Background: an optimization exercise with open tools, aiming at small area, a short achievable clock period and few clock cycles per item. Do not read the settings as production practice.
Only simulation tests tie the RTL to the original design; equivalence was not proved.

## design/flow/flow/run.sh

```bash
#!/bin/bash
set -euo pipefail
bash standard.sh SETUP_SLACK_MARGIN=6 finish > flow_make.log 2>&1
```

## design/flow/standard.sh

```bash
#!/bin/bash
# synth_recipe.tcl (not shown) runs the flow's synth.tcl, then flattens the netlist and writes it again
# the make line also repeats each setting of config.mk as NAME=value (left out here)
make -C /OpenROAD-flow-scripts/flow DESIGN_CONFIG=/design/flow/config.mk WORK_HOME=/design/flow/orfs CLKGATE_MAP_FILE= SYNTH_SCRIPT=/design/flow/synth_recipe.tcl "${@:-finish}"
```

## design/flow/config.mk

```make
export PLATFORM = sky130hd
export DESIGN_NAME = net_4_8_12_16_16_1_10
export DESIGN_NICKNAME = net_4_8_12_16_16_1_10
export VERILOG_FILES = /design/flow/design.v
export SDC_FILE = /design/flow/constraint.sdc
export NUM_CORES = 4
export LEC_CHECK = 0
export ABC_CLOCK_PERIOD_IN_PS = 4000
export CAP_MARGIN = 20
export CORE_MARGIN = 2
export CORE_UTILIZATION = 65
export SETUP_SLACK_MARGIN = 5
export SLEW_MARGIN = 20
```

## design/flow/constraint.sdc

```tcl
create_clock -name core_clock -period 10.0 [get_ports {clk}]
set_input_delay 2.0000 -clock core_clock [delete_from_list [all_inputs] [get_ports {clk}]]
set_output_delay 2.0000 -clock core_clock [all_outputs]
set_load 0.01 [all_outputs]
```

## design/flow/design.v

```verilog
module fcn_prod #(parameter HW = 15) (
  input  logic [HW-1:0] h,
  input  logic          hs,
  input  logic [5:0]    wc,
  output logic [15:0]   t,
  output logic          s
);
  logic          op;
  logic [HW+2:0] a, b, m;
  always_comb begin
    s  = hs ^ wc[5];
    op = wc[4];
    a  = ({(HW+3){wc[3]}} & {1'b0, h, 2'b00}) | ({(HW+3){wc[2]}} & {h, 3'b000});
    b  = ({(HW+3){wc[1]}} & {3'b000, h}) | ({(HW+3){wc[0]}} & {2'b00, h, 1'b0});
    m  = a + (b ^ {(HW+3){op}}) + (HW+3)'(op);
    t  = (m[HW+2:15] != '0) ? 16'h7fff : ({1'b0, m[14:0]} ^ {16{s}});
  end
endmodule
module fcn_acc (
  input  logic [15:0]        t,
  input  logic               s,
  input  logic signed [15:0] acc_in,
  output logic signed [15:0] acc_out
);
  logic [16:0] sum;
  always_comb begin
    sum = {acc_in[15], acc_in} + {s, t} + 17'(s);
    acc_out = (sum[16] != sum[15]) ? {sum[16], {15{~sum[16]}}} : sum[15:0];
  end
endmodule
module net_4_8_12_16_16_1_10 (clk, reset, input_valid, input_ready, input_data, output_valid, output_ready, output_data);
input clk, reset, input_valid, output_ready;
input signed [15:0] input_data;
output logic signed [15:0] output_data;
output output_valid, input_ready;
function automatic logic [6:0] rom_a(input logic [3:0] c, input int j);
  logic [6:0] w;
  w = 7'd0;
  case (j)
    0: case (c)
      4'd0: w = 7'b1000010;   
      4'd1: w = 7'b1000001;   
      4'd2: w = 7'b1001001;   
      4'd3: w = 7'b0100010;   
      4'd4: w = 7'b0001010;   
      4'd5: w = 7'b0000000;   
      4'd6: w = 7'b0101010;   
      4'd7: w = 7'b0011010;   
      4'd8: w = 7'b0000010;   
      4'd9: w = 7'b0001000;   
      4'd10: w = 7'b0001001;   
      4'd11: w = 7'b0101010;   
      4'd12: w = 7'b0000001;   
      4'd13: w = 7'b0000010;   
      4'd14: w = 7'b0100010;   
      4'd15: w = 7'b1000010;   
      default: w = 7'd0;
    endcase
    1: case (c)
      4'd0: w = 7'b1101010;   
      4'd1: w = 7'b1111010;   
      4'd2: w = 7'b1110110;   
      4'd3: w = 7'b1100010;   
      4'd4: w = 7'b0001010;   
      4'd5: w = 7'b0101000;   
      4'd6: w = 7'b0010110;   
      4'd7: w = 7'b0101001;   
      4'd8: w = 7'b0001010;   
      4'd9: w = 7'b0101010;   
      4'd10: w = 7'b0000001;   
      4'd11: w = 7'b0000001;   
      4'd12: w = 7'b0100010;   
      4'd13: w = 7'b0000010;   
      4'd14: w = 7'b0010110;   
      4'd15: w = 7'b0000000;   
      default: w = 7'd0;
    endcase
    2: case (c)
      4'd0: w = 7'b0000000;   
      4'd1: w = 7'b1100100;   
      4'd2: w = 7'b1010110;   
      4'd3: w = 7'b1001010;   
      4'd4: w = 7'b1010110;   
      4'd5: w = 7'b0001010;   
      4'd6: w = 7'b0100010;   
      4'd7: w = 7'b0101010;   
      4'd8: w = 7'b0101010;   
      4'd9: w = 7'b0100100;   
      4'd10: w = 7'b0000001;   
      4'd11: w = 7'b0000000;   
      4'd12: w = 7'b0101010;   
      4'd13: w = 7'b0000001;   
      4'd14: w = 7'b0000000;   
      4'd15: w = 7'b0100001;   
      default: w = 7'd0;
    endcase
    3: case (c)
      4'd0: w = 7'b0111010;   
      4'd1: w = 7'b0010110;   
      4'd2: w = 7'b1110110;   
      4'd3: w = 7'b1001000;   
      4'd4: w = 7'b1010110;   
      4'd5: w = 7'b1001010;   
      4'd6: w = 7'b0101010;   
      4'd7: w = 7'b0100001;   
      4'd8: w = 7'b0100001;   
      4'd9: w = 7'b0101010;   
      4'd10: w = 7'b0100010;   
      4'd11: w = 7'b0101010;   
      4'd12: w = 7'b0101010;   
      4'd13: w = 7'b0010110;   
      4'd14: w = 7'b0000001;   
      4'd15: w = 7'b0101000;   
      default: w = 7'd0;
    endcase
    4: case (c)
      4'd0: w = 7'b0100001;   
      4'd1: w = 7'b0011010;   
      4'd2: w = 7'b0010110;   
      4'd3: w = 7'b1001000;   
      4'd4: w = 7'b1010110;   
      4'd5: w = 7'b1100001;   
      4'd6: w = 7'b1001000;   
      4'd7: w = 7'b0101000;   
      4'd8: w = 7'b0000001;   
      4'd9: w = 7'b0100010;   
      4'd10: w = 7'b0110110;   
      4'd11: w = 7'b0100010;   
      4'd12: w = 7'b0000001;   
      4'd13: w = 7'b0001000;   
      4'd14: w = 7'b0000000;   
      4'd15: w = 7'b0001000;   
      default: w = 7'd0;
    endcase
    5: case (c)
      4'd0: w = 7'b0100010;   
      4'd1: w = 7'b0010110;   
      4'd2: w = 7'b0001010;   
      4'd3: w = 7'b0010110;   
      4'd4: w = 7'b1110110;   
      4'd5: w = 7'b1010110;   
      4'd6: w = 7'b1001000;   
      4'd7: w = 7'b1000001;   
      4'd8: w = 7'b0011010;   
      4'd9: w = 7'b0100001;   
      4'd10: w = 7'b0101001;   
      4'd11: w = 7'b0001001;   
      4'd12: w = 7'b0101000;   
      4'd13: w = 7'b0001010;   
      4'd14: w = 7'b0001000;   
      4'd15: w = 7'b0100001;   
      default: w = 7'd0;
    endcase
    6: case (c)
      4'd0: w = 7'b0100010;   
      4'd1: w = 7'b0001001;   
      4'd2: w = 7'b0100001;   
      4'd3: w = 7'b0111010;   
      4'd4: w = 7'b0101010;   
      4'd5: w = 7'b1001001;   
      4'd6: w = 7'b1011010;   
      4'd7: w = 7'b1000010;   
      4'd8: w = 7'b1101000;   
      4'd9: w = 7'b0000000;   
      4'd10: w = 7'b0101001;   
      4'd11: w = 7'b0101010;   
      4'd12: w = 7'b0101010;   
      4'd13: w = 7'b0001000;   
      4'd14: w = 7'b0100010;   
      4'd15: w = 7'b0100010;   
      default: w = 7'd0;
    endcase
    7: case (c)
      4'd0: w = 7'b0100100;   
      4'd1: w = 7'b0101010;   
      4'd2: w = 7'b0111010;   
      4'd3: w = 7'b0101001;   
      4'd4: w = 7'b0000010;   
      4'd5: w = 7'b0101001;   
      4'd6: w = 7'b1010110;   
      4'd7: w = 7'b1100100;   
      4'd8: w = 7'b1000010;   
      4'd9: w = 7'b1111010;   
      4'd10: w = 7'b0010110;   
      4'd11: w = 7'b0101000;   
      4'd12: w = 7'b0101010;   
      4'd13: w = 7'b0100010;   
      4'd14: w = 7'b0101000;   
      4'd15: w = 7'b0101001;   
      default: w = 7'd0;
    endcase
    default: w = 7'd0;
  endcase
  rom_a = w;
endfunction
function automatic logic [6:0] rom_b(input logic [3:0] c, input int j);
  logic [6:0] w;
  w = 7'd0;
  case (j)
    0: case (c)
      4'd0: w = 7'b0000000;   
      4'd1: w = 7'b0100010;   
      4'd2: w = 7'b0001001;   
      4'd3: w = 7'b0111010;   
      4'd4: w = 7'b0101010;   
      4'd5: w = 7'b0000001;   
      4'd6: w = 7'b0100100;   
      4'd7: w = 7'b0101000;   
      4'd8: w = 7'b0101000;   
      4'd9: w = 7'b0101001;   
      4'd10: w = 7'b0001001;   
      4'd11: w = 7'b0110110;   
      4'd12: w = 7'b0101001;   
      4'd13: w = 7'b0101000;   
      4'd14: w = 7'b0100100;   
      4'd15: w = 7'b0100010;   
      default: w = 7'd0;
    endcase
    1: case (c)
      4'd0: w = 7'b0000001;   
      4'd1: w = 7'b0110110;   
      4'd2: w = 7'b0101001;   
      4'd3: w = 7'b0000000;   
      4'd4: w = 7'b0101000;   
      4'd5: w = 7'b0101010;   
      4'd6: w = 7'b0000001;   
      4'd7: w = 7'b0000010;   
      4'd8: w = 7'b0001001;   
      4'd9: w = 7'b0100100;   
      4'd10: w = 7'b0001001;   
      4'd11: w = 7'b0111010;   
      4'd12: w = 7'b0000001;   
      4'd13: w = 7'b0001001;   
      4'd14: w = 7'b0100100;   
      4'd15: w = 7'b0101010;   
      default: w = 7'd0;
    endcase
    2: case (c)
      4'd0: w = 7'b0001010;   
      4'd1: w = 7'b0010110;   
      4'd2: w = 7'b0001001;   
      4'd3: w = 7'b0101000;   
      4'd4: w = 7'b0011010;   
      4'd5: w = 7'b0000001;   
      4'd6: w = 7'b0111010;   
      4'd7: w = 7'b0110110;   
      4'd8: w = 7'b0000010;   
      4'd9: w = 7'b0000001;   
      4'd10: w = 7'b0010110;   
      4'd11: w = 7'b0010110;   
      4'd12: w = 7'b0100010;   
      4'd13: w = 7'b0001010;   
      4'd14: w = 7'b0110110;   
      4'd15: w = 7'b0101010;   
      default: w = 7'd0;
    endcase
    3: case (c)
      4'd0: w = 7'b0000001;   
      4'd1: w = 7'b0100010;   
      4'd2: w = 7'b0011010;   
      4'd3: w = 7'b0110110;   
      4'd4: w = 7'b0001000;   
      4'd5: w = 7'b0111010;   
      4'd6: w = 7'b0101010;   
      4'd7: w = 7'b0010110;   
      4'd8: w = 7'b0011010;   
      4'd9: w = 7'b0000000;   
      4'd10: w = 7'b0100100;   
      4'd11: w = 7'b0000010;   
      4'd12: w = 7'b0000010;   
      4'd13: w = 7'b0110110;   
      4'd14: w = 7'b0100001;   
      4'd15: w = 7'b0001010;   
      default: w = 7'd0;
    endcase
    4: case (c)
      4'd0: w = 7'b0101010;   
      4'd1: w = 7'b0010110;   
      4'd2: w = 7'b0011010;   
      4'd3: w = 7'b0111010;   
      4'd4: w = 7'b0101000;   
      4'd5: w = 7'b0011010;   
      4'd6: w = 7'b0100001;   
      4'd7: w = 7'b0100001;   
      4'd8: w = 7'b0000001;   
      4'd9: w = 7'b0101010;   
      4'd10: w = 7'b0011010;   
      4'd11: w = 7'b0000010;   
      4'd12: w = 7'b0011010;   
      4'd13: w = 7'b0010110;   
      4'd14: w = 7'b0000010;   
      4'd15: w = 7'b0000000;   
      default: w = 7'd0;
    endcase
    5: case (c)
      4'd0: w = 7'b0100100;   
      4'd1: w = 7'b0101000;   
      4'd2: w = 7'b0000001;   
      4'd3: w = 7'b0111010;   
      4'd4: w = 7'b0100010;   
      4'd5: w = 7'b0011010;   
      4'd6: w = 7'b0110110;   
      4'd7: w = 7'b0010110;   
      4'd8: w = 7'b0111010;   
      4'd9: w = 7'b0101010;   
      4'd10: w = 7'b0100100;   
      4'd11: w = 7'b0101000;   
      4'd12: w = 7'b0000010;   
      4'd13: w = 7'b0011010;   
      4'd14: w = 7'b0001010;   
      4'd15: w = 7'b0100001;   
      default: w = 7'd0;
    endcase
    6: case (c)
      4'd0: w = 7'b0100010;   
      4'd1: w = 7'b0100001;   
      4'd2: w = 7'b0110110;   
      4'd3: w = 7'b0001010;   
      4'd4: w = 7'b0100001;   
      4'd5: w = 7'b0000001;   
      4'd6: w = 7'b0111010;   
      4'd7: w = 7'b0000000;   
      4'd8: w = 7'b0011010;   
      4'd9: w = 7'b0001010;   
      4'd10: w = 7'b0100100;   
      4'd11: w = 7'b0110110;   
      4'd12: w = 7'b0011010;   
      4'd13: w = 7'b0101001;   
      4'd14: w = 7'b0101000;   
      4'd15: w = 7'b0000001;   
      default: w = 7'd0;
    endcase
    7: case (c)
      4'd0: w = 7'b0101010;   
      4'd1: w = 7'b0001010;   
      4'd2: w = 7'b0000001;   
      4'd3: w = 7'b0110110;   
      4'd4: w = 7'b0000000;   
      4'd5: w = 7'b0000001;   
      4'd6: w = 7'b0000001;   
      4'd7: w = 7'b0101000;   
      4'd8: w = 7'b0101001;   
      4'd9: w = 7'b0001001;   
      4'd10: w = 7'b0001001;   
      4'd11: w = 7'b0000010;   
      4'd12: w = 7'b0000000;   
      4'd13: w = 7'b0010110;   
      4'd14: w = 7'b0101010;   
      4'd15: w = 7'b0011010;   
      default: w = 7'd0;
    endcase
    8: case (c)
      4'd0: w = 7'b0101000;   
      4'd1: w = 7'b0011010;   
      4'd2: w = 7'b0100001;   
      4'd3: w = 7'b0010110;   
      4'd4: w = 7'b0000010;   
      4'd5: w = 7'b0000010;   
      4'd6: w = 7'b0111010;   
      4'd7: w = 7'b0100010;   
      4'd8: w = 7'b0001001;   
      4'd9: w = 7'b0011010;   
      4'd10: w = 7'b0110110;   
      4'd11: w = 7'b0100010;   
      4'd12: w = 7'b0001000;   
      4'd13: w = 7'b0111010;   
      4'd14: w = 7'b0100010;   
      4'd15: w = 7'b0101010;   
      default: w = 7'd0;
    endcase
    9: case (c)
      4'd0: w = 7'b0101010;   
      4'd1: w = 7'b0001001;   
      4'd2: w = 7'b0111010;   
      4'd3: w = 7'b0100001;   
      4'd4: w = 7'b0111010;   
      4'd5: w = 7'b0000000;   
      4'd6: w = 7'b0101010;   
      4'd7: w = 7'b0000010;   
      4'd8: w = 7'b0001001;   
      4'd9: w = 7'b0101001;   
      4'd10: w = 7'b0100010;   
      4'd11: w = 7'b0000010;   
      4'd12: w = 7'b0101001;   
      4'd13: w = 7'b0011010;   
      4'd14: w = 7'b0011010;   
      4'd15: w = 7'b0100100;   
      default: w = 7'd0;
    endcase
    10: case (c)
      4'd0: w = 7'b0001001;   
      4'd1: w = 7'b0010110;   
      4'd2: w = 7'b0101010;   
      4'd3: w = 7'b0101010;   
      4'd4: w = 7'b0100001;   
      4'd5: w = 7'b0101010;   
      4'd6: w = 7'b0101001;   
      4'd7: w = 7'b0001010;   
      4'd8: w = 7'b0001010;   
      4'd9: w = 7'b0101000;   
      4'd10: w = 7'b0011010;   
      4'd11: w = 7'b0001001;   
      4'd12: w = 7'b0010110;   
      4'd13: w = 7'b0000001;   
      4'd14: w = 7'b0001001;   
      4'd15: w = 7'b0001000;   
      default: w = 7'd0;
    endcase
    11: case (c)
      4'd0: w = 7'b0110110;   
      4'd1: w = 7'b0111010;   
      4'd2: w = 7'b0101010;   
      4'd3: w = 7'b0101001;   
      4'd4: w = 7'b0011010;   
      4'd5: w = 7'b0110110;   
      4'd6: w = 7'b0100001;   
      4'd7: w = 7'b0100100;   
      4'd8: w = 7'b0101000;   
      4'd9: w = 7'b0110110;   
      4'd10: w = 7'b0001001;   
      4'd11: w = 7'b0101001;   
      4'd12: w = 7'b0101000;   
      4'd13: w = 7'b0001000;   
      4'd14: w = 7'b0100001;   
      4'd15: w = 7'b0000001;   
      default: w = 7'd0;
    endcase
    default: w = 7'd0;
  endcase
  rom_b = w;
endfunction
  logic [3:0] c;            
  logic       v0, v1, v2;   
  logic [2:0] wcnt;         
  logic       pvalid;       
  logic       skv;          
  logic       adv;          
  logic       empty, take, launch;
  assign pvalid = (c >= 4'd14) ? v1 : v2;
  assign adv    = ~skv;
  assign empty  = ~(v0 | v1 | v2);
  logic       ir;           
  assign input_ready = ir;
  assign take   = input_valid & ir;
  assign launch = adv & wcnt[2] & (c == 4'd15);
  logic [3:0] c_n;
  logic [2:0] wcnt_n;
  logic       v0_n, v1_n, v2_n, skv_n;
  always_comb begin
    c_n = c; v0_n = v0; v1_n = v1; v2_n = v2;
    wcnt_n = launch ? 3'd0 : take ? wcnt + 3'd1 : wcnt;
    if (adv) begin
      c_n = (empty & ~launch) ? 4'd15 : c + 4'd1;
      if (c == 4'd15) begin
        v0_n = launch; v1_n = v0; v2_n = v1;
      end
    end
    skv_n = skv ? ~output_ready : (pvalid & ~output_ready);
  end
  logic ov;       
  logic skv_o;    
  always_ff @(posedge clk) c <= c_n;
  always_ff @(posedge clk) begin
    if (reset) begin
      v0 <= 1'b0; v1 <= 1'b0; v2 <= 1'b0;
      wcnt <= 3'd0;
      ir <= 1'b1;
      skv <= 1'b0;
      skv_o <= 1'b0;
      ov <= 1'b0;
    end else begin
      wcnt <= wcnt_n;
      v0 <= v0_n; v1 <= v1_n; v2 <= v2_n;
      ir <= ~wcnt_n[2] & ~(v0_n & ({1'b0, c_n} < 5'(wcnt_n) + 5'd8));
      skv <= skv_n;
      skv_o <= skv_o ? ~output_ready : (ov & ~output_ready);
      ov <= skv_n | ((c_n >= 4'd14) ? v1_n : v2_n);
    end
  end
  logic [15:0] xm [4];
  logic        xs [4];
  always_ff @(posedge clk)
    if (take) begin
      xm[wcnt[1:0]] <= input_data[15] ? 16'(-input_data) : input_data;
      xs[wcnt[1:0]] <= input_data[15];
    end
  logic signed [15:0] aa [8];    
  logic signed [15:0] ra [7];    
  logic [14:0] h1 [8];           
  logic [6:0] a0_w; logic [15:0] a0_pm, a0_qm; logic a0_s, a0_qs;
  assign a0_w = rom_a(c, 0);
  logic [15:0] a0_h; logic a0_hs;
  assign a0_h  = a0_w[6] ? xm[0] : {1'b0, h1[0]};
  assign a0_hs = a0_w[6] & xs[0];
  fcn_prod #(16) a0_p (.h(a0_h), .hs(a0_hs), .wc(a0_w[5:0]), .t(a0_pm), .s(a0_s));
  always_ff @(posedge clk) if (adv) begin a0_qm <= a0_pm; a0_qs <= a0_s; end
  assign aa[0] = a0_qm + 16'(a0_qs);
  always_ff @(posedge clk) if (adv) ra[0] <= aa[0];
  logic [6:0] a1_w; logic [15:0] a1_pm, a1_qm; logic a1_s, a1_qs;
  assign a1_w = rom_a(c, 1);
  logic [15:0] a1_h; logic a1_hs;
  assign a1_h  = a1_w[6] ? xm[1] : {1'b0, h1[1]};
  assign a1_hs = a1_w[6] & xs[1];
  fcn_prod #(16) a1_p (.h(a1_h), .hs(a1_hs), .wc(a1_w[5:0]), .t(a1_pm), .s(a1_s));
  always_ff @(posedge clk) if (adv) begin a1_qm <= a1_pm; a1_qs <= a1_s; end
  fcn_acc a1_a (.t(a1_qm), .s(a1_qs), .acc_in(ra[0]), .acc_out(aa[1]));
  always_ff @(posedge clk) if (adv) ra[1] <= aa[1];
  logic [6:0] a2_w; logic [15:0] a2_pm, a2_qm; logic a2_s, a2_qs;
  assign a2_w = rom_a(c, 2);
  logic [15:0] a2_h; logic a2_hs;
  assign a2_h  = a2_w[6] ? xm[2] : {1'b0, h1[2]};
  assign a2_hs = a2_w[6] & xs[2];
  fcn_prod #(16) a2_p (.h(a2_h), .hs(a2_hs), .wc(a2_w[5:0]), .t(a2_pm), .s(a2_s));
  always_ff @(posedge clk) if (adv) begin a2_qm <= a2_pm; a2_qs <= a2_s; end
  fcn_acc a2_a (.t(a2_qm), .s(a2_qs), .acc_in(ra[1]), .acc_out(aa[2]));
  always_ff @(posedge clk) if (adv) ra[2] <= aa[2];
  logic [6:0] a3_w; logic [15:0] a3_pm, a3_qm; logic a3_s, a3_qs;
  assign a3_w = rom_a(c, 3);
  logic [15:0] a3_h; logic a3_hs;
  assign a3_h  = a3_w[6] ? xm[3] : {1'b0, h1[3]};
  assign a3_hs = a3_w[6] & xs[3];
  fcn_prod #(16) a3_p (.h(a3_h), .hs(a3_hs), .wc(a3_w[5:0]), .t(a3_pm), .s(a3_s));
  always_ff @(posedge clk) if (adv) begin a3_qm <= a3_pm; a3_qs <= a3_s; end
  fcn_acc a3_a (.t(a3_qm), .s(a3_qs), .acc_in(ra[2]), .acc_out(aa[3]));
  always_ff @(posedge clk) if (adv) ra[3] <= aa[3];
  logic [6:0] a4_w; logic [15:0] a4_pm, a4_qm; logic a4_s, a4_qs;
  assign a4_w = rom_a(c, 4);
  logic [15:0] a4_h; logic a4_hs;
  assign a4_h  = a4_w[6] ? xm[0] : {1'b0, h1[4]};
  assign a4_hs = a4_w[6] & xs[0];
  logic a4_z;
  always_ff @(posedge clk) if (adv) a4_z <= a4_w[6];
  fcn_prod #(16) a4_p (.h(a4_h), .hs(a4_hs), .wc(a4_w[5:0]), .t(a4_pm), .s(a4_s));
  always_ff @(posedge clk) if (adv) begin a4_qm <= a4_pm; a4_qs <= a4_s; end
  fcn_acc a4_a (.t(a4_qm), .s(a4_qs), .acc_in((a4_z ? 16'sd0 : ra[3])), .acc_out(aa[4]));
  always_ff @(posedge clk) if (adv) ra[4] <= aa[4];
  logic [6:0] a5_w; logic [15:0] a5_pm, a5_qm; logic a5_s, a5_qs;
  assign a5_w = rom_a(c, 5);
  logic [15:0] a5_h; logic a5_hs;
  assign a5_h  = a5_w[6] ? xm[1] : {1'b0, h1[5]};
  assign a5_hs = a5_w[6] & xs[1];
  fcn_prod #(16) a5_p (.h(a5_h), .hs(a5_hs), .wc(a5_w[5:0]), .t(a5_pm), .s(a5_s));
  always_ff @(posedge clk) if (adv) begin a5_qm <= a5_pm; a5_qs <= a5_s; end
  fcn_acc a5_a (.t(a5_qm), .s(a5_qs), .acc_in(ra[4]), .acc_out(aa[5]));
  always_ff @(posedge clk) if (adv) ra[5] <= aa[5];
  logic [6:0] a6_w; logic [15:0] a6_pm, a6_qm; logic a6_s, a6_qs;
  assign a6_w = rom_a(c, 6);
  logic [15:0] a6_h; logic a6_hs;
  assign a6_h  = a6_w[6] ? xm[2] : {1'b0, h1[6]};
  assign a6_hs = a6_w[6] & xs[2];
  fcn_prod #(16) a6_p (.h(a6_h), .hs(a6_hs), .wc(a6_w[5:0]), .t(a6_pm), .s(a6_s));
  always_ff @(posedge clk) if (adv) begin a6_qm <= a6_pm; a6_qs <= a6_s; end
  fcn_acc a6_a (.t(a6_qm), .s(a6_qs), .acc_in(ra[5]), .acc_out(aa[6]));
  always_ff @(posedge clk) if (adv) ra[6] <= aa[6];
  logic [6:0] a7_w; logic [15:0] a7_pm, a7_qm; logic a7_s, a7_qs;
  assign a7_w = rom_a(c, 7);
  logic [15:0] a7_h; logic a7_hs;
  assign a7_h  = a7_w[6] ? xm[3] : {1'b0, h1[7]};
  assign a7_hs = a7_w[6] & xs[3];
  fcn_prod #(16) a7_p (.h(a7_h), .hs(a7_hs), .wc(a7_w[5:0]), .t(a7_pm), .s(a7_s));
  always_ff @(posedge clk) if (adv) begin a7_qm <= a7_pm; a7_qs <= a7_s; end
  fcn_acc a7_a (.t(a7_qm), .s(a7_qs), .acc_in(ra[6]), .acc_out(aa[7]));
  logic [14:0] rl3, rl7;    
  assign rl3 = aa[3][15] ? 15'd0 : aa[3][14:0];
  assign rl7 = aa[7][15] ? 15'd0 : aa[7][14:0];
  always_ff @(posedge clk) if (adv && c == 4'd3) h1[0] <= rl3;
  always_ff @(posedge clk) if (adv && c == 4'd4) h1[1] <= rl3;
  always_ff @(posedge clk) if (adv && c == 4'd5) h1[2] <= rl3;
  always_ff @(posedge clk) if (adv && c == 4'd6) h1[3] <= rl3;
  always_ff @(posedge clk) if (adv && c == 4'd7) h1[4] <= rl7;
  always_ff @(posedge clk) if (adv && c == 4'd8) h1[5] <= rl7;
  always_ff @(posedge clk) if (adv && c == 4'd9) h1[6] <= rl7;
  always_ff @(posedge clk) if (adv && c == 4'd10) h1[7] <= rl7;
  logic signed [15:0] ab [12];   
  logic signed [15:0] rb [11];   
  logic signed [15:0] dl [4];    
  logic [14:0] h2 [12];          
  always_ff @(posedge clk) if (adv && c == 4'd12) h2[0] <= rl7;
  always_ff @(posedge clk) if (adv && c == 4'd13) h2[1] <= rl7;
  always_ff @(posedge clk) if (adv && c == 4'd14) h2[2] <= rl7;
  always_ff @(posedge clk) if (adv && c == 4'd15) h2[3] <= rl7;
  always_ff @(posedge clk) if (adv && c == 4'd0) h2[4] <= rl7;
  always_ff @(posedge clk) if (adv && c == 4'd1) h2[5] <= rl7;
  always_ff @(posedge clk) if (adv && c == 4'd2) h2[6] <= rl7;
  always_ff @(posedge clk) if (adv && c == 4'd3) h2[7] <= rl7;
  always_ff @(posedge clk) if (adv && c == 4'd4) h2[8] <= rl7;
  always_ff @(posedge clk) if (adv && c == 4'd5) h2[9] <= rl7;
  always_ff @(posedge clk) if (adv && c == 4'd6) h2[10] <= rl7;
  always_ff @(posedge clk) if (adv && c == 4'd11) h2[11] <= rl7;
  logic [6:0] b0_w; logic [15:0] b0_pm, b0_qm; logic b0_s, b0_qs;
  assign b0_w = rom_b(c, 0);
  fcn_prod #(15) b0_p (.h(h2[0]), .hs(1'b0), .wc(b0_w[5:0]), .t(b0_pm), .s(b0_s));
  always_ff @(posedge clk) if (adv) begin b0_qm <= b0_pm; b0_qs <= b0_s; end
  assign ab[0] = b0_qm + 16'(b0_qs);
  always_ff @(posedge clk) if (adv) rb[0] <= ab[0];
  logic [6:0] b1_w; logic [15:0] b1_pm, b1_qm; logic b1_s, b1_qs;
  assign b1_w = rom_b(c, 1);
  fcn_prod #(15) b1_p (.h(h2[1]), .hs(1'b0), .wc(b1_w[5:0]), .t(b1_pm), .s(b1_s));
  always_ff @(posedge clk) if (adv) begin b1_qm <= b1_pm; b1_qs <= b1_s; end
  fcn_acc b1_a (.t(b1_qm), .s(b1_qs), .acc_in(rb[0]), .acc_out(ab[1]));
  always_ff @(posedge clk) if (adv) rb[1] <= ab[1];
  logic [6:0] b2_w; logic [15:0] b2_pm, b2_qm; logic b2_s, b2_qs;
  assign b2_w = rom_b(c, 2);
  fcn_prod #(15) b2_p (.h(h2[2]), .hs(1'b0), .wc(b2_w[5:0]), .t(b2_pm), .s(b2_s));
  always_ff @(posedge clk) if (adv) begin b2_qm <= b2_pm; b2_qs <= b2_s; end
  fcn_acc b2_a (.t(b2_qm), .s(b2_qs), .acc_in(rb[1]), .acc_out(ab[2]));
  always_ff @(posedge clk) if (adv) rb[2] <= ab[2];
  logic [6:0] b3_w; logic [15:0] b3_pm, b3_qm; logic b3_s, b3_qs;
  assign b3_w = rom_b(c, 3);
  fcn_prod #(15) b3_p (.h(h2[3]), .hs(1'b0), .wc(b3_w[5:0]), .t(b3_pm), .s(b3_s));
  always_ff @(posedge clk) if (adv) begin b3_qm <= b3_pm; b3_qs <= b3_s; end
  fcn_acc b3_a (.t(b3_qm), .s(b3_qs), .acc_in(rb[2]), .acc_out(ab[3]));
  always_ff @(posedge clk) if (adv) rb[3] <= ab[3];
  logic [6:0] b4_w; logic [15:0] b4_pm, b4_qm; logic b4_s, b4_qs;
  assign b4_w = rom_b(c, 4);
  fcn_prod #(15) b4_p (.h(h2[4]), .hs(1'b0), .wc(b4_w[5:0]), .t(b4_pm), .s(b4_s));
  always_ff @(posedge clk) if (adv) begin b4_qm <= b4_pm; b4_qs <= b4_s; end
  fcn_acc b4_a (.t(b4_qm), .s(b4_qs), .acc_in(rb[3]), .acc_out(ab[4]));
  always_ff @(posedge clk) if (adv) rb[4] <= ab[4];
  logic [6:0] b5_w; logic [15:0] b5_pm, b5_qm; logic b5_s, b5_qs;
  assign b5_w = rom_b(c, 5);
  fcn_prod #(15) b5_p (.h(h2[5]), .hs(1'b0), .wc(b5_w[5:0]), .t(b5_pm), .s(b5_s));
  always_ff @(posedge clk) if (adv) begin b5_qm <= b5_pm; b5_qs <= b5_s; end
  fcn_acc b5_a (.t(b5_qm), .s(b5_qs), .acc_in(rb[4]), .acc_out(ab[5]));
  always_ff @(posedge clk) if (adv) rb[5] <= ab[5];
  logic [6:0] b6_w; logic [15:0] b6_pm, b6_qm; logic b6_s, b6_qs;
  assign b6_w = rom_b(c, 6);
  fcn_prod #(15) b6_p (.h(h2[6]), .hs(1'b0), .wc(b6_w[5:0]), .t(b6_pm), .s(b6_s));
  always_ff @(posedge clk) if (adv) begin b6_qm <= b6_pm; b6_qs <= b6_s; end
  fcn_acc b6_a (.t(b6_qm), .s(b6_qs), .acc_in(rb[5]), .acc_out(ab[6]));
  always_ff @(posedge clk) if (adv) rb[6] <= ab[6];
  logic [6:0] b7_w; logic [15:0] b7_pm, b7_qm; logic b7_s, b7_qs;
  assign b7_w = rom_b(c, 7);
  fcn_prod #(15) b7_p (.h(h2[7]), .hs(1'b0), .wc(b7_w[5:0]), .t(b7_pm), .s(b7_s));
  always_ff @(posedge clk) if (adv) begin b7_qm <= b7_pm; b7_qs <= b7_s; end
  fcn_acc b7_a (.t(b7_qm), .s(b7_qs), .acc_in(rb[6]), .acc_out(ab[7]));
  always_ff @(posedge clk) if (adv) rb[7] <= ab[7];
  logic [6:0] b8_w; logic [15:0] b8_pm, b8_qm; logic b8_s, b8_qs;
  assign b8_w = rom_b(c, 8);
  fcn_prod #(15) b8_p (.h(h2[8]), .hs(1'b0), .wc(b8_w[5:0]), .t(b8_pm), .s(b8_s));
  always_ff @(posedge clk) if (adv) begin b8_qm <= b8_pm; b8_qs <= b8_s; end
  fcn_acc b8_a (.t(b8_qm), .s(b8_qs), .acc_in(rb[7]), .acc_out(ab[8]));
  always_ff @(posedge clk) if (adv) rb[8] <= ab[8];
  logic [6:0] b9_w; logic [15:0] b9_pm, b9_qm; logic b9_s, b9_qs;
  assign b9_w = rom_b(c, 9);
  fcn_prod #(15) b9_p (.h(h2[9]), .hs(1'b0), .wc(b9_w[5:0]), .t(b9_pm), .s(b9_s));
  always_ff @(posedge clk) if (adv) begin b9_qm <= b9_pm; b9_qs <= b9_s; end
  fcn_acc b9_a (.t(b9_qm), .s(b9_qs), .acc_in(rb[8]), .acc_out(ab[9]));
  always_ff @(posedge clk) if (adv) rb[9] <= ab[9];
  logic [6:0] b10_w; logic [15:0] b10_pm, b10_qm; logic b10_s, b10_qs;
  assign b10_w = rom_b(c, 10);
  fcn_prod #(15) b10_p (.h(h2[10]), .hs(1'b0), .wc(b10_w[5:0]), .t(b10_pm), .s(b10_s));
  always_ff @(posedge clk) if (adv) begin b10_qm <= b10_pm; b10_qs <= b10_s; end
  fcn_acc b10_a (.t(b10_qm), .s(b10_qs), .acc_in(rb[9]), .acc_out(ab[10]));
  always_ff @(posedge clk) if (adv) rb[10] <= ab[10];
  logic [6:0] b11_w; logic [15:0] b11_pm, b11_qm; logic b11_s, b11_qs;
  assign b11_w = rom_b(c, 11);
  fcn_prod #(15) b11_p (.h(h2[11]), .hs(1'b0), .wc(b11_w[5:0]), .t(b11_pm), .s(b11_s));
  always_ff @(posedge clk) if (adv) begin b11_qm <= b11_pm; b11_qs <= b11_s; end
  fcn_acc b11_a (.t(b11_qm), .s(b11_qs), .acc_in(dl[3]), .acc_out(ab[11]));
  always_ff @(posedge clk) if (adv) begin dl[0] <= rb[10]; dl[1] <= dl[0]; dl[2] <= dl[1]; dl[3] <= dl[2]; end
  logic [14:0] yreg, skd;
  always_ff @(posedge clk) if (adv) yreg <= ab[11][15] ? 15'd0 : ab[11][14:0];
  always_ff @(posedge clk) if (~skv) skd <= yreg;
  assign output_valid = ov;
  assign output_data  = {1'b0, skv_o ? skd : yreg};
endmodule
```

==> results of run 1 <==
[layout make-up]
class	instances	area share, %
multi-input cells	6090	51.0
flip-flops and latches	1230	38.6
clock buffers	177	4.06
well taps	1662	2.25
repair buffers	192	1.91
clock inverters	77	1.16
inverters	237	0.976
repair inverters	2	0.0108
diodes	2	0.00542
[how the worst min path moves through the flow]
stage                                     end  depth (start not counted)
after floorplan            dl[0][0]$_DFFE_PN_                          0
after global placement     dl[2][2]$_DFFE_PN_                          0
after detailed placement  dl[0][11]$_DFFE_PN_                          0
after CTS                 dl[0][11]$_DFFE_PN_                          0
after global routing       dl[1][7]$_DFFE_PN_                          0
final                     dl[0][11]$_DFFE_PN_                          0
[cells by family (layout without fill, tap and decap cells)]
family                   Yosys count  after routing  share of synthesized area [%]
adder cells (fa/ha/maj)          734            734                           11.1
multiplexers                     184            185                           2.41
AO/OA/AOI/OAI                   2136           2138                           17.7
AND/OR/NAND/NOR                 1789           1794                           10.6
other                              1              3                        0.00448
flip-flops                      1230           1230                           42.5
XOR/XNOR                        1238           1238                           13.0
buffers and inverters            564            685                           2.63
[per-layer routing]
metal	vias to the layer above	GRT usage [%]	routed length (um)
met3	485	5.00	15000
met4	6	14.1	10400
met1	29900	42.2	89900
met5	-	0	37
li1	29300	-	-
met2	2138	53.3	103000
[state kept, by name (all words and copies together) (netlist names), 64 cells and up]
signal	flops
xm	64
dl	64
ra	112
rb	176
h2	180
h1	120
[Yosys cell counts, drive strengths merged, types with 76 or more instances]
cell / count
a21o: 203
a21oi: 564
a22o: 254
a22oi: 286
a31oi: 78
and2: 124
and3: 80
buf: 99
clkbuf: 228
dfxtp: 139
edfxtp: 1091
ha: 648
inv: 237
mux2: 139
nand2: 613
nand2b: 123
nand3: 161
nor2: 306
nor2b: 79
o21a: 76
o21ai: 278
xnor2: 925
xor2: 313
[critical path, stage by stage, from the launching register on]
cell       delay [ns]
dfxtp_4          0.42
buf_2            0.22
mux2_2           0.39
a22oi_1          0.22
xnor2_1          0.16
ha_1             0.32
a21o_1           0.20
a21oi_2          0.19
a21boi_2         0.21
a311oi_2         0.07
o31a_1           0.35
o32a_1           0.21
a2111oi_4        0.34
buf_4            0.19
clkbuf_16        0.16
nand2_2          0.04
[per-stage QoR]
step / hold WS, ns / utilization, %
4_1_cts: 0.413 / 71.4
2_1_floorplan: 0.400 / -
6_report: 0.411 / 72.3
3_3_place_gp: 0.402 / 67.0
3_5_place_dp: 0.405 / 67.0
5_1_grt: 0.421 / 72.3
[repair_timing]
| item | CTS | global route |
|---|---|---|
| setup buffers | 43 | 56 |
| resized for setup | 95 | 187 |
| pin swaps | 23 | 38 |
| setup endpoints to repair | 726 | 813 |
| gates cloned | 4 | 7 |
==> impl_metrics.toml, run 1 <==
[sta]
timing.fmax_ghz = 0.252
relSlewSlack_pct = 26.9
fin_crit_sh_pct = 39.7
fin_ws_ns = 6.03
min_period_ns = 3.97
hold_violations = 0
final.setup.tns_ns = 0
rsz0062_at_grt = "true"
slew_viol_final = 0
finalSetupViolCount = 0
worst_slew_pin_slew_ns = 1.09
finClkSkew_ns = 0.0442

[logic_synthesis]
yosysSeqAreaShare_pct = 42.5
avgSynthCellArea_um2 = 10.6
yosysTopAreaCell = "edfxtp_1"
synth_area_leaders = "edfxtp_1 (39%), ha_1 (9.7%), xnor2_1 (9.7%), a21oi_1 (3.4%), dfxtp_1 (3.3%)"
yosysWarnings = 18
synth-main-ff-cell = "edfxtp_1"
synthArstFlopShare_pct = 0
yosys_register_bits = 1230
synth_edf_count = 1091
syn_inst = 7876
ys_types = 92
synth_area_mm2 = 0.0837
synth_top_cell_area_share_pct = 39.1
syn_nets = 8580

[routing]
wire_per_inst_um = 22.6
via_per_inst = 6.40
firstDrtPassIters = 6
wl_um = 218000
route.detailed.drc = 0
vias = 61800
postRouteAntennaNets = 0
detail_route.iter0.violations = 6050

[clocking]
root_buffer = "clkbuf_16"
cts_tree = "built"
clk_latency_ns = 0.82
clk_pin_slew_worst_paths_ns = 0.06
cts_buffers = 137
hold_buffers = 0
cts_sinks = 1230
ctsLongestPathBuffers = 3
htreeDepth = 4

[finish]
fin_cells = 9669
mostFrequentLayoutCells = "edfxtp_1 (1091), xnor2_1 (915), ha_1 (636)"
regArea_mm2 = 0.0356
fillers = 9159
area_delta_synth_final_pct = 10.3
multiInputGateArea_mm2 = 0.0471
final_layout_size_suffix_gt1_share_pct = 10.5
fin_nets = 8594
final_common_cell = "edfxtp_1"
final_cell_area_mm2 = 0.0923

[worst_hold_path]
hp-class = "flip-flop to flip-flop"
min_from = "rb[10][11]$_DFFE_PN_"

[worst_setup_path]
startpoint_type = "flip-flop"
worstReg2RegStart = "a6_w[6]$_DFF_P_"
startpoint = "a6_w[6]$_DFF_P_"
r2r_setup_slack_ns = 6.03
r2r-end = "a6_qm[5]$_SDFFCE_PP1N_"
crit_type = "flip-flop to flip-flop"
reg2reg_depth = 15
crit_fanout = 9
end_kind = "flip-flop"
cp.required_ns = 10.54
cp-endpoint = "a6_qm[5]$_SDFFCE_PP1N_"
critPathArrivalTime_ns = 4.51

[placed_design]
port_buffers = 36
post-place-ws_ns = 5.14
place_hpwl_um = 157000
gp_congestion = 0.952
dpl_cell_area_mm2 = 0.0856
dp_cells = 9303

[grt]
grt_usage_pct = 32.3
grt_pass1_vias = 58400
grt_pass1_wl_um = 330000
grt_max_degree = 195
grt-ovfl-total = 0
antenna_found_initial = 17

[flow_run]
cap_violations = 0

[floorplanning]
rows = 131
die_h_um = 363
coreArea_mm2 = 0.128
initial_core_util_pct = 65.5
dieArea_mm2 = 0.132
pin_count = 38
fp.dieW_um = 363

[status]
status = "complete, no violations"
Testbench counts, summed over its fixed seeds: cycles 3,352, items 192.
==> run 2: changes to the inputs <==
--- a/design/flow/config.mk
+++ b/design/flow/config.mk
@@ -9,5 +9,5 @@
 export CAP_MARGIN = 20
 export CORE_MARGIN = 2
-export CORE_UTILIZATION = 65
+export CORE_UTILIZATION = 55
 export SETUP_SLACK_MARGIN = 5
 export SLEW_MARGIN = 20
==> run 2 against run 1 <==
Via count decreased by 1.6%; design area increased by 0.57%; clock-buffer cell count decreased by 5; worst setup slack improved by 0.041 ns; synthesized area unchanged; die area increased by 18%; fmax increased by 1.0%; worst hold slack improved by 0.0054 ns; critical path type unchanged; largest cell class unchanged.
==> impl_metrics.toml, run 2 <==
[sta]
relSlewSlack_pct = 22.0
worst_slew_pin_slew_ns = 1.17
timing.fmax_ghz = 0.254
rsz0062_at_grt = "true"
min_period_ns = 3.93
hold_violations = 0
finClkSkew_ns = 0.0319
finalSetupViolCount = 0
fin_crit_sh_pct = 39.3
fin_ws_ns = 6.07
slew_viol_final = 0

[finish]
area_delta_synth_final_pct = 10.9
final_common_cell = "edfxtp_1"
fin_cells = 10000
mostFrequentLayoutCells = "edfxtp_1 (1091), xnor2_1 (916), ha_1 (634)"
largest_register_ffs = 180
multiInputGateArea_mm2 = 0.0471
fin_nets = 8594
regArea_mm2 = 0.0356
regMostFlops = "h2"
final_layout_size_suffix_gt1_share_pct = 10.4
reg.largest.list = "h2 x180, rb x176, h1 x120"
fillers = 12700

[routing]
route.detailed.drc = 0
wire_per_inst_um = 22.5
vias = 60900
postRouteAntennaNets = 0
via_per_inst = 6.06
firstDrtPassIters = 6
wl_um = 226000
detail_route.iter0.violations = 4971

[clocking]
ctsLongestPathBuffers = 3
cts_sinks = 1230
hold_buffers = 0
root_buffer = "clkbuf_16"
clk_latency_ns = 0.77
htreeDepth = 4
cts_buffers = 140
clk_pin_slew_worst_paths_ns = 0.06
cts_tree = "built"

[grt]
grt_pass1_wl_um = 342000
antenna_found_initial = 20
grt_pass1_vias = 57600
grt_max_degree = 183
grt-ovfl-total = 0
grt_usage_pct = 28.3

[worst_setup_path]
crit_cells = 14
cp_num_buf_inv = 1
crit_path_max_incr_delay_ns = 0.56
cp.required_ns = 10.49
path_cells = "mux2_2, a22oi_2, xnor2_1, ha_1, a21o_1, a211oi_2, a21oi_2, a41o_1, o41a_1, a211o_1, mux2i_1, nor3_4, buf_12, nand2_1"
critPathArrivalTime_ns = 4.42
reg2reg_depth = 14
crit_family = "compound AO/OA/AOI/OAI gates"
startpoint_type = "flip-flop"
crit_fanout = 15
crit_type = "flip-flop to flip-flop"
slowest_stage = "edfxtp_1"
end_kind = "flip-flop"

[logic_synthesis]
post-synth-top-count-cell = "edfxtp_1"
syn_nets = 8580
yosysSeqAreaShare_pct = 42.5
yosysWarnings = 18
synth_area_leaders = "edfxtp_1 (39%), ha_1 (9.7%), xnor2_1 (9.7%), a21oi_1 (3.4%), dfxtp_1 (3.3%)"
synth-main-ff-cell = "edfxtp_1"
synth.top_cells.by_count = "edfxtp_1 (1091), xnor2_1 (925), ha_1 (648)"
yosys_register_bits = 1230
synth_top_cell_area_share_pct = 39.1
synth_area_mm2 = 0.0837
synthArstFlopShare_pct = 0
synth_edf_count = 1091
avgSynthCellArea_um2 = 10.6
yosysTopAreaCell = "edfxtp_1"
ys_types = 92
syn_inst = 7876

[placed_design]
dp_cells = 9669
place_hpwl_um = 165000
port_buffers = 36
gp_congestion = 0.951
post-place-ws_ns = 5.07

[floorplanning]
pin_count = 38
die_h_um = 394
dieArea_mm2 = 0.155
rows = 143
initial_core_util_pct = 55.2
fp.dieW_um = 394
coreArea_mm2 = 0.152

[flow_run]
cap_violations = 0

[status]
status = "complete, no violations"

[worst_hold_path]
min_path_cells = 0
hp-class = "flip-flop to flip-flop"
run 2: cell count changes in the layout (fill, tap and decap cells not counted), sizes merged, moves of 2 or more:
| cell | delta |
|---|---|
| inv | +10 |
| diode | +7 |
| clkbuf | -6 |
| clkinv | -6 |
| bufinv | +4 |
| clkdlybuf4s15 | -2 |
run 2: what timing repair did:
action,CTS,global route
pin swaps,22,32
gates resized for setup,113,152
gates cloned,5,5
endpoints found under the hold margin,0,0
setup endpoints to repair,720,604
buffers inserted,38,59
run 2: stage by stage:
step | utilization (%) | TNS, ns | hold WS (ns) | cell area, um^2
6_report | 61.3 | 0 | 0.416 | 92800
5_1_grt | 61.2 | 0 | 0.423 | 92800
4_1_cts | 60.5 | 0 | 0.419 | 91600
3_5_place_dp | 56.8 | 0 | 0.405 | 86000
3_3_place_gp | 56.8 | 0 | 0.406 | 86000
2_1_floorplan | - | -1538.32 | 0.400 | 84000
run 2: worst paths after layout:
check / start / endpoint / slack, ns
setup / recovery: xm[3][0]$_DFFE_PP_ / a7_qm[13]$_SDFFCE_PP1N_ / 6.07
hold / removal: dl[0][11]$_DFFE_PN_ / dl[1][11]$_DFFE_PN_ / 0.42
setup reg to reg: xm[3][0]$_DFFE_PP_ / a7_qm[13]$_SDFFCE_PP1N_ / 6.07
hold reg to reg: dl[0][11]$_DFFE_PN_ / dl[1][11]$_DFFE_PN_ / 0.42
run 2: metal layers:
metal	share of wire, %	GRT usage, %
met1	44	38.5
met2	47	47.4
met3	5.4	3.24
met4	3.6	8.65
met5	0.0071	0
run 2: cells by family (layout without fill, tap and decap cells):
group / Yosys count / after routing / share of synthesized area, %
compound gates: 2136 / 2137 / 17.7
simple gates: 1789 / 1794 / 10.6
xor+xnor: 1238 / 1238 / 13.0
flops: 1230 / 1230 / 42.5
fa+ha+maj: 734 / 734 / 11.1
buf+inv: 564 / 688 / 2.63
mux: 184 / 184 / 2.41
other cells: 1 / 10 / 0.00448
run 2: layout make-up:
type                    count  share of cell area [%]
multi-input cells        6088                    50.8
diodes                      9                  0.0243
inverters                 237                   0.965
repair inverters            2                  0.0108
clock inverters            86                    1.02
well taps                2030                    2.74
repair buffers            191                    2.02
flip-flops and latches   1230                    38.4
clock buffers             172                    4.07
run 2: worst register-to-register path, delay by kind of cell (launching register included):
| kind | cells | cell delay, ns |
|---|---|---|
| compound gates | 7 | 1.70 |
| xor+xnor | 1 | 0.12 |
| fa+ha+maj | 1 | 0.23 |
| buf+inv | 1 | 0.17 |
| flops | 1 | 0.56 |
| mux | 2 | 0.58 |
| simple gates | 2 | 0.31 |
==> run 3: changes to the inputs <==
==> design/flow/flow/run.sh (replaced) <==
#!/bin/bash
set -euo pipefail
bash standard.sh SETUP_SLACK_MARGIN=6.5 finish > flow_make.log 2>&1
==> run 3 against run 2 <==
Via count up 4.6%; worst setup slack improved by 0.085 ns; global-route usage rose by 1.4 points; critical path depth grew 1; non-clock buffer count grew 442; first-iteration DRC count is 3.1% lower; design area is 9.4% higher.
==> impl_metrics.toml, run 3 <==
[placed_design]
dp_cells = 9669
dpl_cell_area_mm2 = 0.0860
place_hpwl_um = 165000
gp_congestion = 0.951
port_buffers = 36

[grt]
grt_pass1_wl_um = 360000
antenna_found_initial = 20
grt-ovfl-total = 0
grt_max_degree = 183
grt_usage_pct = 29.7
grt_pass1_vias = 60800

[logic_synthesis]
synth.top_cells.by_count = "edfxtp_1 (1091), xnor2_1 (925), ha_1 (648)"
synth_area_mm2 = 0.0837
synth_edf_count = 1091
syn_nets = 8580
yosysTopAreaCell = "edfxtp_1"
ys_types = 92
synth_area_leaders = "edfxtp_1 (39%), ha_1 (9.7%), xnor2_1 (9.7%), a21oi_1 (3.4%), dfxtp_1 (3.3%)"
syn_inst = 7876
synth-main-ff-cell = "edfxtp_1"
yosysSeqAreaShare_pct = 42.5
synth_top_cell_area_share_pct = 39.1
yosysWarnings = 18
yosys_register_bits = 1230
synthArstFlopShare_pct = 0
post-synth-top-count-cell = "edfxtp_1"
avgSynthCellArea_um2 = 10.6

[worst_setup_path]
cp.required_ns = 10.50
crit_path_max_incr_delay_ns = 0.48
worstReg2RegStart = "xm[2][4]$_DFFE_PP_"
crit_family = "compound AO/OA/AOI/OAI gates"
end_kind = "flip-flop"
crit_fanout = 8
crit_type = "flip-flop to flip-flop"
startpoint_type = "flip-flop"
cp_num_buf_inv = 2
reg2reg_depth = 15
path_cells = "mux2_4, a22oi_2, xnor2_1, ha_1, a21o_1, a21oi_4, nand2_1, a31oi_4, a311oi_2, o31a_1, o32a_1, a2111oi_4, buf_4, buf_12, nand2_2"
r2r_setup_slack_ns = 6.15
slowest_stage = "edfxtp_1"
critPathArrivalTime_ns = 4.35
r2r-end = "a6_qm[10]$_SDFFCE_PP1N_"

[sta]
slew_viol_final = 0
min_period_ns = 3.85
rsz0062_at_grt = "true"
fin_hold_ws_ns = 0.417
finalSetupViolCount = 0
worst_slew_pin_slew_ns = 1.14
timing.fmax_ghz = 0.260
relSlewSlack_pct = 24.3
hold_violations = 0
fin_crit_sh_pct = 38.5
finClkSkew_ns = 0.0302

[status]
status = "complete, no violations"

[clocking]
clk_latency_ns = 0.77
hold_buffers = 0
clk_pin_slew_worst_paths_ns = 0.06
root_buffer = "clkbuf_16"
cts_sinks = 1230
cts_buffers = 140
htreeDepth = 4
cts_tree = "built"
ctsLongestPathBuffers = 3

[floorplanning]
die_h_um = 394
dieArea_mm2 = 0.155
fp.dieW_um = 394
coreArea_mm2 = 0.152
pin_count = 38
initial_core_util_pct = 55.2
rows = 143

[routing]
route.detailed.drc = 0
wire_per_inst_um = 22.8
firstDrtPassIters = 6
detail_route.iter0.violations = 4816
wl_um = 240000
vias = 63700
via_per_inst = 6.07
postRouteAntennaNets = 0

[finish]
final_layout_size_suffix_gt1_share_pct = 24.1
area_delta_synth_final_pct = 21.3
utilization_pct = 67.0
mostFrequentLayoutCells = "edfxtp_1 (1091), xnor2_1 (898), ha_1 (600)"
largest_register_ffs = 180
final_common_cell = "edfxtp_1"
reg.largest.list = "h2 x180, rb x176, h1 x120"
final_cell_area_mm2 = 0.102
regMostFlops = "h2"
fin_nets = 9050
fin_cells = 10500
fillers = 11700

[worst_hold_path]
hold_end = "dl[3][5]$_DFFE_PN_"
min_from = "dl[2][5]$_DFFE_PN_"
hp-class = "flip-flop to flip-flop"
min_path_cells = 0

[flow_run]
cap_violations = 0
## run 3: final cells by class
class	instances	area, um^2	area share (%)
Timing Repair Buffer	633	6090	6.00
Tap cell	2030	2540	2.50
Timing Repair inverter	2	10.0	0.00986
Inverter	237	900	0.886
Multi-Input combinational cell	6102	51500	50.7
Antenna cell	5	12.5	0.0123
Clock inverter	86	945	0.930
Sequential cell	1230	35700	35.2
Clock buffer	172	3780	3.72
## run 3: through the flow
step | setup TNS [ns] | setup slack [ns]
2_1_floorplan | -1538.32 | -2.52
3_3_place_gp | 0 | 5.20
3_5_place_dp | 0 | 5.07
4_1_cts | 0 | 6.18
5_1_grt | 0 | 6.03
6_report | 0 | 6.15
## run 3: worst reg2reg max path, stage by stage (launching register included)
cell       delay (ns)
edfxtp_1         0.48
mux2_4           0.33
a22oi_2          0.20
xnor2_1          0.09
ha_1             0.35
a21o_1           0.21
a21oi_4          0.15
nand2_1          0.11
a31oi_4          0.21
a311oi_2         0.15
o31a_1           0.35
o32a_1           0.21
a2111oi_4        0.35
buf_4            0.21
buf_12           0.15
nand2_2          0.05
## run 3: cells by family after synthesis
logic type	synth area share (%)
compound gates	17.7
xor+xnor	13.0
fa+ha+maj	11.1
buf+inv	2.63
flops	42.5
mux	2.41
other cells	0.00448
simple gates	10.6
## run 3: routing by layer
metal	vias up	GRT usage, %	wire length [um]
met2	1798	49.3	113000
met5	-	0	27
met1	31100	39.8	103000
met4	4	11.2	10600
met3	458	3.67	12800
li1	30300	-	-
## run 3: repair_timing
action / CTS / global route
resized for setup: 857 / 629
buffers inserted: 364 / 156
endpoints found under the setup margin: 1031 / 942
pin swaps: 282 / 258
cloned: 26 / 17
## run 3: worst max path at each step
stage	from	to	slack (ns)	cells after the start
after floorplan	skv$_SDFF_PP0_	ir$_SDFF_PP1_	-2.52	10
after global placement	a7_w[6]$_DFF_P_	a7_qm[0]$_SDFFCE_PP1N_	5.20	13
after detailed placement	a7_w[6]$_DFF_P_	a7_qm[13]$_SDFFCE_PP1N_	5.07	13
after CTS	xm[3][2]$_DFFE_PP_	a7_qm[13]$_SDFFCE_PP1N_	6.18	14
after global routing	a2_w[6]$_SDFF_PN0_	a2_qm[9]$_SDFFCE_PP1N_	6.03	13
final	xm[2][4]$_DFFE_PP_	a6_qm[10]$_SDFFCE_PP1N_	6.15	15
==> run 4: changes to the inputs <==
--- a/design/flow/design.v
+++ b/design/flow/design.v
@@ -433,21 +433,34 @@
   logic       v0, v1, v2;   
   logic [2:0] wcnt;         
+  logic       lch;          
   logic       pvalid;       
+  logic       used;         
   logic       skv;          
+  logic       starve;       
   logic       adv;          
+  logic       ir;           
+  logic       ov;           
   logic       empty, take, launch;
   assign pvalid = (c >= 4'd14) ? v1 : v2;
-  assign adv    = ~skv;
+  assign starve = lch & (((c == 4'd0) & (wcnt <= 3'd1)) | ((c == 4'd1) & (wcnt <= 3'd2)) |
+                         ((c == 4'd2) & (wcnt <= 3'd3)));
+  assign adv    = ~skv & ~starve;
   assign empty  = ~(v0 | v1 | v2);
-  logic       ir;           
   assign input_ready = ir;
   assign take   = input_valid & ir;
-  assign launch = adv & wcnt[2] & (c == 4'd15);
+  assign launch = adv & ~lch & (wcnt[2] | (empty & (wcnt != 3'd0))) & (c == 4'd15);
   logic [3:0] c_n;
-  logic [2:0] wcnt_n;
-  logic       v0_n, v1_n, v2_n, skv_n;
+  logic [2:0] wcnt_n, w1;
+  logic       v0_n, v1_n, v2_n, skv_n, lch_n, used_n;
   always_comb begin
     c_n = c; v0_n = v0; v1_n = v1; v2_n = v2;
-    wcnt_n = launch ? 3'd0 : take ? wcnt + 3'd1 : wcnt;
+    w1 = wcnt + 3'(take);
+    wcnt_n = w1; lch_n = lch;
+    if (launch | lch) begin
+      if (w1 == 3'd4) begin
+        wcnt_n = 3'd0; lch_n = 1'b0;
+      end else
+        lch_n = 1'b1;
+    end
     if (adv) begin
       c_n = (empty & ~launch) ? 4'd15 : c + 4'd1;
@@ -456,8 +469,7 @@
       end
     end
-    skv_n = skv ? ~output_ready : (pvalid & ~output_ready);
+    skv_n  = skv ? ~output_ready : (adv & pvalid & ~used & ~output_ready);
+    used_n = adv ? 1'b0 : skv ? used : (used | (pvalid & output_ready));
   end
-  logic ov;       
-  logic skv_o;    
   always_ff @(posedge clk) c <= c_n;
   always_ff @(posedge clk) begin
@@ -465,15 +477,17 @@
       v0 <= 1'b0; v1 <= 1'b0; v2 <= 1'b0;
       wcnt <= 3'd0;
+      lch <= 1'b0;
       ir <= 1'b1;
       skv <= 1'b0;
-      skv_o <= 1'b0;
+      used <= 1'b0;
       ov <= 1'b0;
     end else begin
       wcnt <= wcnt_n;
+      lch <= lch_n;
       v0 <= v0_n; v1 <= v1_n; v2 <= v2_n;
-      ir <= ~wcnt_n[2] & ~(v0_n & ({1'b0, c_n} < 5'(wcnt_n) + 5'd8));
+      ir <= ~wcnt_n[2] & (lch_n | ~(v0_n & ({1'b0, c_n} < 5'(wcnt_n) + 5'd8)));
       skv <= skv_n;
-      skv_o <= skv_o ? ~output_ready : (ov & ~output_ready);
-      ov <= skv_n | ((c_n >= 4'd14) ? v1_n : v2_n);
+      used <= used_n;
+      ov <= skv_n | (((c_n >= 4'd14) ? v1_n : v2_n) & ~used_n);
     end
   end
@@ -660,8 +674,14 @@
   fcn_acc b11_a (.t(b11_qm), .s(b11_qs), .acc_in(dl[3]), .acc_out(ab[11]));
   always_ff @(posedge clk) if (adv) begin dl[0] <= rb[10]; dl[1] <= dl[0]; dl[2] <= dl[1]; dl[3] <= dl[2]; end
-  logic [14:0] yreg, skd;
-  always_ff @(posedge clk) if (adv) yreg <= ab[11][15] ? 15'd0 : ab[11][14:0];
-  always_ff @(posedge clk) if (~skv) skd <= yreg;
+  logic [14:0] ynew, oreg, skd;
+  assign ynew = ab[11][15] ? 15'd0 : ab[11][14:0];
+  always_ff @(posedge clk) begin
+    if (skv) begin
+      if (output_ready) oreg <= skd;
+    end else if (adv & ~(pvalid & ~used & ~output_ready))
+      oreg <= ynew;
+  end
+  always_ff @(posedge clk) if (~skv) skd <= ynew;
   assign output_valid = ov;
-  assign output_data  = {1'b0, skv_o ? skd : yreg};
+  assign output_data  = {1'b0, oreg};
 endmodule
==> design/flow/flow/run.sh (replaced) <==
#!/bin/bash
set -euo pipefail
bash standard.sh SETUP_SLACK_MARGIN=5.7 finish > flow_make.log 2>&1
==> run 4 against run 3 <==
Wire length is 9.2% lower; sequential share of layout area is 3.5 points higher; largest cell class unchanged; fmax is 9.6% lower; critical path type unchanged; utilization is 6.3 points lower; critical endpoint is now b10_w[1]$_DFF_P_.
==> impl_metrics.toml, run 4 <==
[status]
status = "complete, no violations"

[sta]
worst_slew_pin_slew_ns = 1.15
fin_crit_sh_pct = 42.6
fin_hold_ws_ns = 0.414
slew_viol_final = 0
finalSetupViolCount = 0
rsz0062_at_grt = "true"
final.setup.tns_ns = 0
finClkSkew_ns = 0.0266
relSlewSlack_pct = 23.6
hold_violations = 0
min_period_ns = 4.26
timing.fmax_ghz = 0.235

[grt]
grt_pass1_vias = 57900
grt-ovfl-total = 0
grt_usage_pct = 27.4
grt_max_degree = 153
antenna_found_initial = 11
grt_pass1_wl_um = 336000

[placed_design]
port_buffers = 36
gp_congestion = 0.921
dpl_cell_area_mm2 = 0.0863
place_hpwl_um = 162000

[routing]
postRouteAntennaNets = 0
wl_um = 218000
route.detailed.drc = 0
wire_per_inst_um = 21.4
vias = 61000
firstDrtPassIters = 6
via_per_inst = 5.99
detail_route.iter0.violations = 5128

[finish]
regMostFlops = "h2"
final_common_cell = "edfxtp_1"
mostFrequentLayoutCells = "edfxtp_1 (1091), xnor2_1 (984), nand2_1 (676)"
multiInputGateArea_mm2 = 0.0467
area_delta_synth_final_pct = 9.86
largest_register_ffs = 180
final_cell_area_mm2 = 0.0920
reg.largest.list = "h2 x180, rb x176, h1 x120"
regArea_mm2 = 0.0356
fillers = 12900
final_layout_size_suffix_gt1_share_pct = 8.00
fin_nets = 8740

[logic_synthesis]
yosysTopAreaCell = "edfxtp_1"
synthArstFlopShare_pct = 0
synth_area_mm2 = 0.0838
syn_nets = 8774
synth-main-ff-cell = "edfxtp_1"
avgSynthCellArea_um2 = 10.4
yosys_register_bits = 1231
synth_area_leaders = "edfxtp_1 (39%), xnor2_1 (10%), ha_1 (9.6%), a21oi_1 (4.1%), dfxtp_1 (3.3%)"
synth_top_cell_area_share_pct = 39.1
ys_types = 104
yosysSeqAreaShare_pct = 42.4
synth.top_cells.by_count = "edfxtp_1 (1091), xnor2_1 (987), nand2_1 (690)"
synth_edf_count = 1091
post-synth-top-count-cell = "edfxtp_1"
syn_inst = 8072
yosysWarnings = 18

[floorplanning]
die_h_um = 394
coreArea_mm2 = 0.152
dieArea_mm2 = 0.155
rows = 143
initial_core_util_pct = 55.3
fp.dieW_um = 394
pin_count = 38

[worst_setup_path]
end_kind = "flip-flop"
startpoint_type = "flip-flop"
crit_type = "flip-flop to flip-flop"
critPathArrivalTime_ns = 4.82
cp.required_ns = 10.57
crit_fanout = 19

[clocking]
htreeDepth = 4
clk_latency_ns = 0.78
cts_buffers = 140
cts_tree = "built"
hold_buffers = 0
cts_sinks = 1231
clk_pin_slew_worst_paths_ns = 0.07
ctsLongestPathBuffers = 3
root_buffer = "clkbuf_16"

[flow_run]
cap_violations = 0

[worst_hold_path]
hp-class = "flip-flop to flip-flop"
run 4: what timing repair did:
| action | 4_1_cts | 5_1_grt |
|---|---|---|
| pin swaps | 10 | 7 |
| cloned | 0 | 1 |
| setup buffers | 22 | 20 |
| endpoints found under the setup margin | 680 | 605 |
| resized for setup | 44 | 52 |
run 4: final timing paths:
check	from	to	slack, ns	depth (start not counted)
worst max-delay path	c[0]$_DFF_P_	b10_w[1]$_DFF_P_	5.74	13
worst min-delay path	dl[2][6]$_DFFE_PN_	dl[3][6]$_DFFE_PN_	0.41	0
worst max register to register	c[0]$_DFF_P_	b10_w[1]$_DFF_P_	5.74	13
worst min register to register	dl[2][6]$_DFFE_PN_	dl[3][6]$_DFFE_PN_	0.41	0
run 4: area by class of cell:
type,count,area share [%]
repair inverters,1,0.00544
repair buffers,138,1.51
clock buffers,164,4.06
well taps,2030,2.76
inverters,245,1.01
clock inverters,93,1.23
flip-flops and latches,1231,38.7
diodes,4,0.0109
multi-input cells,6281,50.7
run 4: metrics by stage:
step / util, % / cells / setup WS [ns]
floorplan: - / 8072 / 5.23
global placement: 56.9 / 9883 / 4.38
detailed placement: 56.9 / 9883 / 4.28
CTS: 60.5 / 10200 / 5.70
global route: 60.7 / 10200 / 5.67
finish: 60.7 / 10200 / 5.74
run 4: routing by layer:
| layer | routed length, um | track usage [%] |
|---|---|---|
| met1 | 96400 | 37.0 |
| met5 | 41 | 0 |
| met4 | 8500 | 10.5 |
| met3 | 10700 | 3.26 |
| met2 | 102000 | 45.2 |
run 4: worst max-delay path, stage by stage, from the launching register on:
cell and delay (ns):
dfxtp_2 0.39, inv_2 0.07, ha_4 0.17, nor2b_1 0.12, a2bb2oi_1 0.15, o2111ai_2 0.48, and2_4 0.41, a21oi_1 0.14
nand2_2 0.32, ha_4 0.41, nand2_1 0.30, o21ai_0 0.16, a22oi_1 0.08, o21ai_0 0.82
run 4: kinds of logic after synthesis:
kind of cell	share of synthesized area, %
AO/OA/AOI/OAI	18.6
AND/OR/NAND/NOR	10.2
XOR/XNOR	13.1
other	0.00448
flip-flops	42.4
multiplexers	1.98
buffers and inverters	2.61
adder cells (fa/ha/maj)	11.1
Testbench counts of run 4, summed over its fixed seeds: cycles 3,328, items 192.

re-timing with driven ports:
How much do the figures lean on ideal ports? The routed layouts below were timed once more, with nothing changed but the port constraints. Step 1 (the two cells are an assumption about what drives the block):
set clk [get_ports {clk}]
set_driving_cell -lib_cell sky130_fd_sc_hd__clkbuf_16 $clk
set_driving_cell -lib_cell sky130_fd_sc_hd__buf_2 [delete_from_list [all_inputs] $clk]
Step 2 times the ports against the registers' clock, not the clock port: input delays grow and output delays shrink by t, the midpoint of the rising clock arrivals with the driver on. a / b / c = ideal / step 1 / step 2; a / b = the first two.
run | t (ns) | setup slack, ns | worst setup path at the end
run 1 | 0.887 | 6.026 / 5.978 / 5.341 | input to register
run 2 | 0.841 | 6.066 / 5.991 / 5.328 | input to register
run 3 | 0.847 | 6.152 / 6.152 / 5.698 | input to register
run 4 | 0.851 | 5.744 / 5.744 / 5.286 | input to register
After both steps setup and hold are still met in every run listed. The setup slack of run 2, which loses most, moves by -0.075 ns with the drivers and by -0.738 ns with both steps.
